This design comes from an exercise in tuning for small area, a short achievable clock period and few clock cycles per item on the open sky130 flow, not from production work.
RTL that was checked went through simulation tests only; none was proved equivalent to the original.
Power figures rest on the tool's default switching activity, not on a simulated workload.

== before ==
Design enose_accel, start of the top module:
module enose_accel (
    input  wire        s00_axi_aclk,
    input  wire        s00_axi_aresetn,
    input  wire [6:0]  s00_axi_awaddr,
    input  wire [2:0]  s00_axi_awprot,
    input  wire        s00_axi_awvalid,
    output reg         s00_axi_awready,
    input  wire [31:0] s00_axi_wdata,
    input  wire [3:0]  s00_axi_wstrb,
    input  wire        s00_axi_wvalid,
    output reg         s00_axi_wready,
    output wire [1:0]  s00_axi_bresp,
    output reg         s00_axi_bvalid,
    input  wire        s00_axi_bready,
    input  wire [6:0]  s00_axi_araddr,
    input  wire [2:0]  s00_axi_arprot,
    input  wire        s00_axi_arvalid,
    output reg         s00_axi_arready,
    output reg  [31:0] s00_axi_rdata,
    output wire [1:0]  s00_axi_rresp,
    output reg         s00_axi_rvalid,
    input  wire        s00_axi_rready,
    input  wire [31:0] s_axis_tdata,
    input  wire        s_axis_tvalid,
    output reg         s_axis_tready,
    input  wire        s_axis_tlast
);
Settings: LEC_CHECK=0, CAP_MARGIN=20, CORE_MARGIN=2, CORE_UTILIZATION=40, PLACE_DENSITY=0.6, SETUP_SLACK_MARGIN=5, SLEW_MARGIN=20, SYNTH_HIERARCHICAL=1, SYNTH_MINIMUM_KEEP_SIZE=0; clock period 10.0 ns.
standard.sh (not shown) runs the stock make flow with config.mk's settings and CLKGATE_MAP_FILE= SYNTH_SCRIPT=/design/flow/synth_recipe.tcl, a recipe that flattens the netlist after the stock synthesis.
==> flow/flow/run.sh <==
#!/bin/bash
set -euo pipefail
bash standard.sh SETUP_SLACK_MARGIN=6 finish > standard.log 2>&1
## Diff of input files: after against before
==> flow/run.sh (new file) <==
#!/bin/bash
# synth_recipe.tcl (not shown) runs the flow's synth.tcl, then flattens the netlist and writes it again
# the make line also repeats each setting of config.mk as NAME=value (left out here)
make -C /OpenROAD-flow-scripts/flow DESIGN_CONFIG=/design/flow/config.mk WORK_HOME=/design/flow/orfs CLKGATE_MAP_FILE= SYNTH_SCRIPT=/design/flow/synth_recipe.tcl finish
removed: flow/flow/run.sh
removed: flow/standard.sh
In the flow results for after and before, the final area is larger on before.
Cmp after and before / final core utilization / higher: before
The lower upper clock frequency limit of after and before is in after.
Non-clock buffer count, after and before, higher one = before.
Diff before..after | area enclosed by the die boundary | unchanged
after completed every stage of the flow, and the final layout passed the timing, DRC and antenna checks.
Between after and before, the global-route wire length before repair does not differ in any meaningful way.
In the tables for after and before, sum of internal, switching and leakage power reads higher with before.
Compared with before, via count in after decreased slightly.
Side by side, minimum clock period turned out higher in after than in before.
Site row count came out exactly the same in after and before.
Function was not checked in any run of this note: the RTL went through the layout flow alone.

* * *

Another version of the RTL of enose_accel (not shown whole).
Size: about 140 I/O pins, ~82,000 um2 of cells after synthesis.
export LEC_CHECK = 0
export CAP_MARGIN = 20
export CORE_MARGIN = 2
export CORE_UTILIZATION = 40
export CTS_CLUSTER_DIAMETER = 150
export CTS_CLUSTER_SIZE = 30
export PLACE_DENSITY = 0.6
export SETUP_SLACK_MARGIN = 5
export SLEW_MARGIN = 20
export SYNTH_HIERARCHICAL = 1
export SYNTH_MINIMUM_KEEP_SIZE = 0
create_clock -name core_clock -period 10.0 [get_ports {s00_axi_aclk}]
==> flow/flow/run.sh <==
#!/bin/bash
set -euo pipefail
bash standard.sh SETUP_SLACK_MARGIN=6 finish > standard.log 2>&1
The starting point finished clean.
Testbench counts at the start, summed over its fixed seeds: cycles 3,840, inferences 128.
==> next run, changes <==
CORE_UTILIZATION = 50   (was 40)
CTS_CLUSTER_SIZE = 20   (was 30)
PLACE_DENSITY = 0.7   (was 0.6)
Effect: The new run produced a clean layout; cell area stays flat; worst setup slack gets better by 0.054 ns; final cell count is lower by about 5%; worst hold slack barely changes.
==> next run, changes <==
CORE_UTILIZATION = 40   (was 50)
PLACE_DENSITY = 0.6   (was 0.7)
Result: The changed run completed without violations; utilization fell by 11 points; synthesized cell count stays the same; combinational power barely changes; routed wire length is higher by about 2.7%; global-route usage fell by 3.8 points; final area went up by 0.58%; die area is higher by 25%; worst setup slack got worse by 0.082 ns; total power went up by about 0.7%; cell count came out higher by 5.7%.
==> next run, changes <==
CORE_UTILIZATION = 50   (was 40)
CTS_CLUSTER_SIZE = 25   (was 20)
PLACE_DENSITY = 0.7   (was 0.6)
Utilization climbs by 11 points.
Combinational power barely changes.
Via count stays flat.
Routed wire length decreases by 3.6%.
Power shrinks by about 2.3%.
==> next run, changes <==
==> flow/flow/run.sh (replaced) <==
#!/bin/bash
set -euo pipefail
bash standard.sh SETUP_SLACK_MARGIN=6.2 finish > standard.log 2>&1
CORE_UTILIZATION = 55   (was 50)
PLACE_DENSITY = 0.75   (was 0.7)
Setup slack loses 0.17 ns.
Routed wire length climbs by 4.3%.
Sequential power climbs by about 0.5%.
Cell area climbs by about 0.9%.
Cell count drops by 2.0%.
Core utilization climbs by 5.6 points.
Synthesized cell count stays the same.
Total power climbs by 2.2%.
First-iteration DRC count climbs by about 0.5%.
==> next run, changes <==
==> flow/flow/run.sh (replaced) <==
#!/bin/bash
set -euo pipefail
bash standard.sh SETUP_SLACK_MARGIN=6 finish > standard.log 2>&1
CORE_UTILIZATION = 40   (was 55)
CTS_CLUSTER_DIAMETER = not set   (was 150)
CTS_CLUSTER_SIZE = not set   (was 25)
PLACE_DENSITY = 0.6   (was 0.75)
Clock-buffer cell count went up by 134; utilization is lower by 15 points; synthesized area stays the same; clock skew climbs by 0.017 ns; final area came out higher by 3.5%; routed wire length rises by 0.96%; non-clock buffer count decreases by 39; sequential power fell by about 0.7%.

## afterwards: timing with drivers on the ports
The results above use ideal ports. As a check the final layouts listed here were re-extracted and re-timed, cells and wires unchanged.
Step 1 (the two cells are an assumption about what drives the block):
set clk [get_ports {s00_axi_aclk}]
set_driving_cell -lib_cell sky130_fd_sc_hd__clkbuf_16 $clk
set_driving_cell -lib_cell sky130_fd_sc_hd__buf_2 [delete_from_list [all_inputs] $clk]
Step 2, shift: input delay + t, output delay - t, t = (earliest + latest rising clock arrival at the registers) / 2. This alone moves slack from input paths to output paths.
Slacks: no drivers / after step 1 / after step 2; pairs: no drivers / after step 1.
run | shift t [ns] | setup slack, ns | hold WS [ns] | slew at the worst register clock pin (ns)
before | 0.873 | 6.098 / 6.098 / 5.380 | 0.327 / 0.327 / 0.327 | 0.07 / 0.07
after | 0.874 | 5.428 / 5.428 / 5.399 | 0.327 / 0.327 / 0.327 | 0.07 / 0.07
the first run of note 2 | 0.768 | 6.059 / 6.059 / 5.519 | 0.332 / 0.332 / 0.332 | 0.12 / 0.12
the second run of note 2 | 0.768 | 6.113 / 6.113 / 5.551 | 0.334 / 0.334 / 0.334 | 0.10 / 0.10
the third run of note 2 | 0.764 | 6.031 / 6.031 / 5.493 | 0.314 / 0.314 / 0.314 | 0.10 / 0.10
the fourth run of note 2 | 0.764 | 6.127 / 6.127 / 5.557 | 0.335 / 0.335 / 0.335 | 0.11 / 0.11
the fifth run of note 2 | 0.763 | 5.957 / 5.957 / 5.652 | 0.341 / 0.341 / 0.341 | 0.11 / 0.11
the sixth run of note 2 | 0.837 | 6.123 / 6.109 / 5.504 | 0.327 / 0.327 / 0.327 | 0.06 / 0.06
After both steps setup and hold are still met in every run listed. For before, which loses most, drivers alone change the setup slack by 0.000 ns; drivers and shift together by -0.718 ns.
